This is an optimization exercise on Yosys and OpenROAD, whose aim is small area and a short achievable clock period, not a production implementation. In this exercise RTL edits were held to simulation tests only and were not proved equivalent to the original. Power and IR drop assume default switching activity.

**flow/design.v**
```verilog
module first_stage #(parameter FINE = 2) (
    input  [31:0] reg_A,
    input  [31:0] reg_B,
    output [22:0] m_big,
    output [23:0] m_sml,     
    output [FINE:0] d_lo,    
    output [7:0]  expo,
    output        sign,
    output        sub
    );
wire [7:0]  ea = reg_A[30:23];
wire [7:0]  eb = reg_B[30:23];
wire [8:0]  de   = {1'b0, ea} - {1'b0, eb};
wire        b_ex = de[8];                        
wire [4:0]  d    = b_ex ? eb[4:0] - ea[4:0] : ea[4:0] - eb[4:0];
wire        sat  = b_ex ? (de[7:5] != 3'b111) | (de[4:0] == 5'd0) : (de[7:5] != 3'd0);
wire        swap = reg_B[30:0] > reg_A[30:0];
wire [22:0] fs   = swap ? reg_A[22:0] : reg_B[22:0];
wire [4:0]  d_hi = {d[4:FINE], {FINE{1'b0}}};
wire [23:0] sh   = {1'b1, fs} >> d_hi;
assign m_big = swap ? reg_B[22:0] : reg_A[22:0];
assign m_sml = sat ? 24'd0 : sh;
assign d_lo  = {1'b0, d[FINE-1:0]};
assign expo  = b_ex ? eb : ea;
assign sign  = swap ? reg_B[31] : reg_A[31];
assign sub   = reg_A[31] ^ reg_B[31];
endmodule
module second_stage #(parameter FINE = 3, parameter NHI = 3) (
    input  [22:0] m_big,
    input  [23:0] m_sml,
    input  [FINE:0] d_lo,
    input  [7:0]  expo,
    input         sign,
    input         sub,
    output [23:0] part,      
    output [4:0]  lz,        
    output [9:0]  zse        
    );
wire [23:0] ms = m_sml >> d_lo[FINE-1:0];
wire [24:0] a  = {2'b01, m_big};
wire [24:0] b  = {1'b0, ms} ^ {25{sub}};
reg  [25:0] G, P;
integer l, i;
always @(*) begin
    G = {a & b, sub};
    P = {a ^ b, 1'b0};
    for (l = 1; l < 32; l = l * 2)
        for (i = 2*l - 1; i < 26; i = i + 2*l) begin
            G[i] = G[i] | (P[i] & G[i-l]);
            P[i] = P[i] & P[i-l];
        end
    for (l = 8; l >= 1; l = l / 2)
        for (i = 3*l - 1; i < 26; i = i + 2*l) begin
            G[i] = G[i] | (P[i] & G[i-l]);
            P[i] = P[i] & P[i-l];
        end
end
wire [24:0] sum = (a ^ b) ^ G[24:0];
wire [31:0] x = {sum, 7'h7f};
wire [15:0] z1;  wire [15:0] c1;
wire [7:0]  z2;  wire [15:0] c2;
wire [3:0]  z4;  wire [11:0] c4;
wire [1:0]  z8;  wire [7:0]  c8;
genvar j;
generate
    for (j = 0; j < 16; j = j + 1) begin : t1
        assign z1[j] = ~x[2*j+1] & ~x[2*j];
        assign c1[j] = ~x[2*j+1];
    end
    for (j = 0; j < 8; j = j + 1) begin : t2
        assign z2[j] = z1[2*j+1] & z1[2*j];
        assign c2[2*j+1:2*j] = z1[2*j+1] ? {1'b1, c1[2*j]} : {1'b0, c1[2*j+1]};
    end
    for (j = 0; j < 4; j = j + 1) begin : t4
        assign z4[j] = z2[2*j+1] & z2[2*j];
        assign c4[3*j+2:3*j] = z2[2*j+1] ? {1'b1, c2[4*j+1:4*j]} : {1'b0, c2[4*j+3:4*j+2]};
    end
    for (j = 0; j < 2; j = j + 1) begin : t8
        assign z8[j] = z4[2*j+1] & z4[2*j];
        assign c8[4*j+3:4*j] = z4[2*j+1] ? {1'b1, c4[6*j+2:6*j]} : {1'b0, c4[6*j+5:6*j+3]};
    end
endgenerate
assign lz = z8[1] ? {1'b1, c8[3:0]} : {1'b0, c8[7:4]};
wire        zero = z8[1] & z4[1] & ~x[7];
wire [24:0] s    = sum << {lz[4:NHI], {NHI{1'b0}}};
assign part  = s[23:0];
assign zse   = {zero, sign & ~zero, expo + 8'd1};
endmodule
module third_stage #(parameter NHI = 3) (
    input  [23:0] part,
    input  [4:0]  lz,
    input  [9:0]  zse,
    output [31:0] result
    );
wire [23:0] s = part << lz[NHI-1:0];
wire [7:0]  e = zse[7:0] - {3'b000, lz};
assign result = {zse[8], e & {8{~zse[9]}}, s[23:1]};   
endmodule
module fpadd_pipeline (input clk,
                       input reset,
                       input [31:0] reg_A,
                       input [31:0] reg_B,
                       output [31:0] out);
localparam FINE = 3;
localparam NHI = 4;
wire [22:0] m_big;
wire [23:0] m_sml;
wire [FINE:0] d_lo;
wire [7:0]  expo;
wire        sign, sub;
reg  [22:0] m_big_q;
reg  [23:0] m_sml_q;
reg  [FINE:0] d_lo_q;
reg  [7:0]  expo_q;
reg         sign_q, sub_q;
wire [23:0] part;
wire [4:0]  lz;
wire [9:0]  zse;
reg  [23:0] part_q;
reg  [4:0]  lz_q;
reg  [9:0]  zse_q;
first_stage  #(.FINE(FINE)) stage1 (.reg_A(reg_A), .reg_B(reg_B), .m_big(m_big), .m_sml(m_sml),
                     .d_lo(d_lo), .expo(expo), .sign(sign), .sub(sub));
second_stage #(.FINE(FINE), .NHI(NHI)) stage2 (.m_big(m_big_q), .m_sml(m_sml_q), .d_lo(d_lo_q),
                     .expo(expo_q), .sign(sign_q), .sub(sub_q), .part(part), .lz(lz), .zse(zse));
third_stage  #(.NHI(NHI)) stage3 (.part(part_q), .lz(lz_q), .zse(zse_q), .result(out));
always @(posedge clk) begin
    m_big_q <= m_big;
    m_sml_q <= m_sml;
    d_lo_q  <= d_lo;
    expo_q  <= expo;
    sign_q  <= sign;
    sub_q   <= sub;
    part_q  <= part;
    lz_q    <= lz;
    zse_q   <= zse;
end
endmodule
```
**flow/flow/run.sh**
```bash
#!/bin/bash
# Layout flow: the standard ORFS flow with these changes.
#  1. Synthesis maps with flow/abc_area.script and without the full/half
#     adder cell extraction; everything else in synthesis, including
#     register naming, is ORFS's own.
#  2. Ports are buffered with sky130_fd_sc_hd__buf_1 instead of the delay cell
#     buffer_ports picks by default.
#  3. repair_timing aims for slack above SETUP_SLACK_MARGIN at the design's
#     clock period (the constraints themselves are unchanged).
# Each tool's output goes to its own log here and under orfs/logs.
set -euo pipefail
rm -rf orfs_scripts
cp -r "$FLOW_HOME/scripts" orfs_scripts
cp flow/abc_area.script orfs_scripts/abc_area.script
SCRIPTS_DIR="$PWD/orfs_scripts" ADDER_MAP_FILE= bash standard.sh synth > synth.log 2>&1
BUFFER_PORTS_ARGS="-buffer_cell sky130_fd_sc_hd__buf_1" SETUP_SLACK_MARGIN=11.5 \
  bash standard.sh > layout.log 2>&1
```
**flow/flow/abc_area.script**
```
strash
dc2
dch -f
map -D 3500
topo
stime -c
buffer -c
upsize -c
dnsize -c
```
**flow/standard.sh**
```bash
#!/bin/bash
# synth_recipe.tcl (not shown) runs the flow's synth.tcl, then flattens the netlist and writes it again
# the make line also repeats each setting of config.mk as NAME=value (left out here)
make -C /OpenROAD-flow-scripts/flow DESIGN_CONFIG=/design/flow/config.mk WORK_HOME=/design/flow/orfs CLKGATE_MAP_FILE= SYNTH_SCRIPT=/design/flow/synth_recipe.tcl "${@:-finish}"
```
**flow/config.mk**
```make
export PLATFORM = sky130hd
export DESIGN_NAME = fpadd_pipeline
export DESIGN_NICKNAME = fpadd_pipeline
export VERILOG_FILES = /design/flow/design.v
export SDC_FILE = /design/flow/constraint.sdc
export NUM_CORES = 4
export LEC_CHECK = 0
export ABC_AREA = 1
export CAP_MARGIN = 20
export CORE_MARGIN = 2
export CORE_UTILIZATION = 40
export PLACE_DENSITY = 0.6
export SLEW_MARGIN = 20
```
**flow/constraint.sdc**
```tcl
create_clock -name core_clock -period 18.0 [get_ports {clk}]
set_input_delay 3.6000 -clock core_clock [delete_from_list [all_inputs] [get_ports {clk}]]
set_output_delay 3.6000 -clock core_clock [all_outputs]
set_load 0.01 [all_outputs]
```
==> run notes <==
## sequential cells by signal, summed over array words and instances (netlist names)
register and count:
expo_q 8, lz_q 5, part_q 24, d_lo_q 3, m_big_q 23, m_sml_q 24, sign_q 1, sub_q 1
zse_q 10
## layout make-up
cell class / count / area, sq um / share of cell area
tap: 229 / 286.5 / 0.03469
sequential: 99 / 1992 / 0.2412
multi-input combinational: 855 / 4587 / 0.5554
timing repair buffer: 115 / 558.0 / 0.06757
inverter: 137 / 525.5 / 0.06363
timing repair inverter: 2 / 10.01 / 0.001212
clock buffer: 10 / 239.0 / 0.02893
clock inverter: 5 / 61.31 / 0.007423
## metal layers
layer / part of all wire / wire [um] / up-vias / global-route usage
met5: 0 / 0 / - / 0
met4: 0.029 / 514 / 0 / 0.07177
met3: 0.031 / 563 / 31 / 0.02348
met2: 0.46 / 8250 / 140 / 0.3192
met1: 0.48 / 8652 / 3060 / 0.2322
li1: - / - / 3860 / -
## power by group through the flow
stage	combinational, W	clock [W]	sequential [W]
3_5_place_dp	0.000680	0	0.000316
4_1_cts	0.000709	0.000195	0.000313
6_report	0.000727	0.000192	0.000312
3_3_place_gp	0.000677	0	0.000315
2_1_floorplan	0.000533	0	0.000293
5_1_grt	0.000819	0.000204	0.000318
## cell usage after synthesis, types with 3 or more instances
library cell    n  area share
nand2_1       283        0.15
nor2_1        138       0.071
inv_1         133       0.069
o21ai_0       124       0.085
dfxtp_1        99        0.27
xor2_1         53       0.064
a21oi_1        45       0.031
mux2i_1        36       0.050
clkbuf_1       29       0.015
o22ai_1        18       0.016
nand3_1        16       0.011
nand3_2        14       0.019
xnor2_1        14       0.017
o21ai_1        13      0.0090
a31oi_1        10      0.0086
nand4_1        10      0.0086
o21ai_2         8      0.0096
a211oi_1        7      0.0072
buf_1           7      0.0036
nor3_1          7      0.0048
buf_2           6      0.0041
o31ai_1         6      0.0062
o211ai_1        5      0.0052
or2_2           5      0.0043
a21oi_2         4      0.0048
inv_2           4      0.0021
nor4_1          4      0.0034
a22oi_1         3      0.0031
nor3b_1         3      0.0031
## how the worst max path moves through the flow
stage	startpoint	endpoint	slack, ps	depth (start not counted)
6_report	lz_q[0]	out[29]	11760	18
5_1_grt	lz_q[0]	out[29]	11500	18
4_1_cts	lz_q[0]	out[29]	11510	18
3_5_place_dp	reg_B[26]	m_sml_q[11]	10610	18
3_3_place_gp	reg_B[26]	m_sml_q[11]	10710	18
2_1_floorplan	reg_B[26]	m_sml_q[12]	11800	19
## kinds of logic after synthesis
group,share of synthesized area
adders and majority gates,0.001378
buffers and inverters,0.09976
and+or+nand+nor,0.2783
xor gates and xnor gates,0.08391
muxes,0.04962
AOI/OAI and AO/OA,0.2142
DFF,0.2729
## cells in the final DEF (no fill, tap or decap), drive strengths merged, types with 2 or more instances in the layout
| cell | netlist | routed |
|---|---|---|
| a211oi | 7 | 7 |
| inv | 137 | 135 |
| a21oi | 49 | 49 |
| or2 | 5 | 5 |
| nor3 | 7 | 7 |
| nor3b | 3 | 3 |
| clkinvlp | 0 | 8 |
| xor2 | 53 | 53 |
| nand2 | 285 | 286 |
| and2 | 2 | 2 |
| o211ai | 7 | 7 |
| nand4 | 10 | 10 |
| nor2 | 140 | 140 |
| a22oi | 3 | 3 |
| xnor2 | 14 | 14 |
| o21bai | 2 | 2 |
| mux2i | 36 | 36 |
| clkbuf | 29 | 11 |
| o2111ai | 2 | 2 |
| dfxtp | 99 | 99 |
| nand3 | 30 | 30 |
| a31oi | 11 | 11 |
| o21ai | 145 | 145 |
| o22ai | 18 | 18 |
| nor4 | 4 | 4 |
| buf | 17 | 113 |
| o31ai | 6 | 6 |
## worst min-delay path: stages, from the launching register on
cell and delay (ps):
dfxtp_1 300, inv_1 50, nor2_1 40
## metrics by stage
stage	area, sq um	worst slack [ps]
5_1_grt	8259	11500
4_1_cts	8160	11510
3_3_place_gp	7746	10710
2_1_floorplan	7262	11800
6_report	8259	11760
3_5_place_dp	7746	10610
## what timing repair did
action | in CTS | in global routing
pin swaps | 1 | 0
setup buffers | 4 | 8
endpoints found under the setup margin | 28 | 37
cloned | 4 | 0
resized for setup | 21 | 20
==> impl_metrics.yaml <==
synthesis:
  synthFlopType: "dfxtp_1"
  ys_seq_area_frac: 0.2729
  ys_seq_elements: 99
  synth_edf_count: 0
  syn_avg_cell_area_sq_um: 6.393
  synth_nets: 1202
  syn_area_sq_mm: 0.007262
  synth_cell_types: 55
  syn_inst: 1136
  async_reset_ff_frac: 0
  yosysWarningCount: 2
timing:
  post-route-period-util: 0.3465
  finalClockSkew_ps: 9.103
  min_period_ps: 6237
  clock.fmax_ghz: 0.1603
  fin_tns_setup_ps: 0
  hold_slack_ps: 426.9
  rsz0062_at_grt: "no"
  max_slew_margin: 0.4312
  worstMarginPinSlew_ps: 852.0
  finalSetupViolCount: 0
  finalMaxSlewViolations: 0
  final-hold-violation-count: 0
clock_tree:
  numCtsBuffers: 9
  clockBufferDepth: 2
  postCtsHoldBufs: 0
  cts-htree-levels: 3
  worstSkewPairLatency_ps: 340
  clk_pin_slew_worst_paths_ps: 70
  cts.sink_count: 99
  clockRootBuffer: "clkbuf_16"
  cts_tree: "done"
routing:
  via_per_inst: 4.884
  drc: 0
  drtPass1Iterations: 4
  drt-total-wl_um: 17980
  vias: 7091
  final_antenna_net_count: 0
  wl_per_cell_um: 12.38
  drtIter0Drc: 262
critical_path:
  critPathTopFamily: "simple AND/OR/NAND/NOR gates"
  rr_endpoint: "lz_q[1]"
  critPathBufInv: 8
  worst-setup-path-type: "register to primary output"
  r2r.worst_path.cells: 32
  cp.required_ps: 14400
  critPathMaxFanout: 8
  r2r-start: "d_lo_q[2]"
  worstPathCellList: "buf_12 -> clkinvlp_4 -> or2_2 -> nand3_1 -> nand2_1 -> inv_2 -> o21ai_2 -> maj3_2 -> nand2_1 -> inv_1 -> a21oi_1 -> inv_1 -> nor2_1 -> inv_1 -> nor2_4 -> inv_1 -> a21oi_1 -> clkbuf_2"
  reg2reg_slack_ps: 12180
  timing.critical_path.arrival_ps: 2640
  cp_slowest_stage_delay_ps: 360
  cp-end-kind: "primary output"
  crit_top_cell: "inv_1"
  start_kind: "register"
  critPathSlowestCell: "dfxtp_4"
floorplan:
  die-area_sq_mm: 0.01925
  die_h_um: 138.7
  fp-row-count: 49
  initial_core_util: 0.4056
  die_w_um: 138.7
  io-pin-count: 98
  fp.coreArea_sq_mm: 0.01790
grt:
  first_global_vias: 6357
  grt_pass1_wl_um: 29440
  track_usage: 0.1837
  antenna_found_initial: 0
  grt_overflow: 0
  grt_max_degree: 57
power:
  p_clk_frac: 0.156
  p_leak_nw: 3.838
  switchingPower_w: 0.0005808
  power.density_mw_per_mm2: 149.1
  pwr-share-comb: 0.591
  ir_drop_v: 0.0001104
  power.internal_w: 0.0006505
  power.total_w: 0.001231
  switching_share: 0.4717
  pwr-share-seq: 0.253
finish:
  drive_gt1_frac: 0.08258
  n_antenna_cell: 0
  n_fill_cell: 1949
  fin_cells: 1452
  post-route-util: 0.4614
  nNetsFinal: 1285
  area_delta_synth_final_pct: 13.73
placement:
  numPortBuffers: 96
  post-dp-hpwl_um: 14380
  place_congestion: 0.9668
  placed_cells: 1421
run_status:
  status: "timing/DRC/antenna clean"
flow_run:
  maxCapViolations: 0
worst_hold_path:
  hp-class: "register to register"
  worstHoldStart: "sign_q"
  holdPathEnd: "zse_q[8]"
  hold_path_depth: 2

==> re-timing with driven ports <==
How much do the figures lean on ideal ports? The routed layout below was timed once more, with nothing changed but the port constraints. Step 1 (the two cells are an assumption about what drives the block):
set clk [get_ports {clk}]
set_driving_cell -lib_cell sky130_fd_sc_hd__clkbuf_16 $clk
set_driving_cell -lib_cell sky130_fd_sc_hd__buf_2 [delete_from_list [all_inputs] $clk]
Step 2, shift: input delay + t, output delay - t, t = (earliest + latest rising clock arrival at the registers) / 2. This alone moves slack from input paths to output paths. Slacks: ideal / step 1 / step 2; pairs: ideal / step 1.
shift t [ns]: 0.374
setup slack, ns: 11.763 / 11.724 / 11.472
hold WS [ns]: 0.427 / 0.427 / 0.427
latest minus earliest clock arrival (ns): 0.009 / 0.009
worst slew at a driven data input, ns: 0.03
After both steps this run still meets setup and hold. The setup slack of this run moves by -0.039 ns with the drivers and by -0.291 ns with both steps.
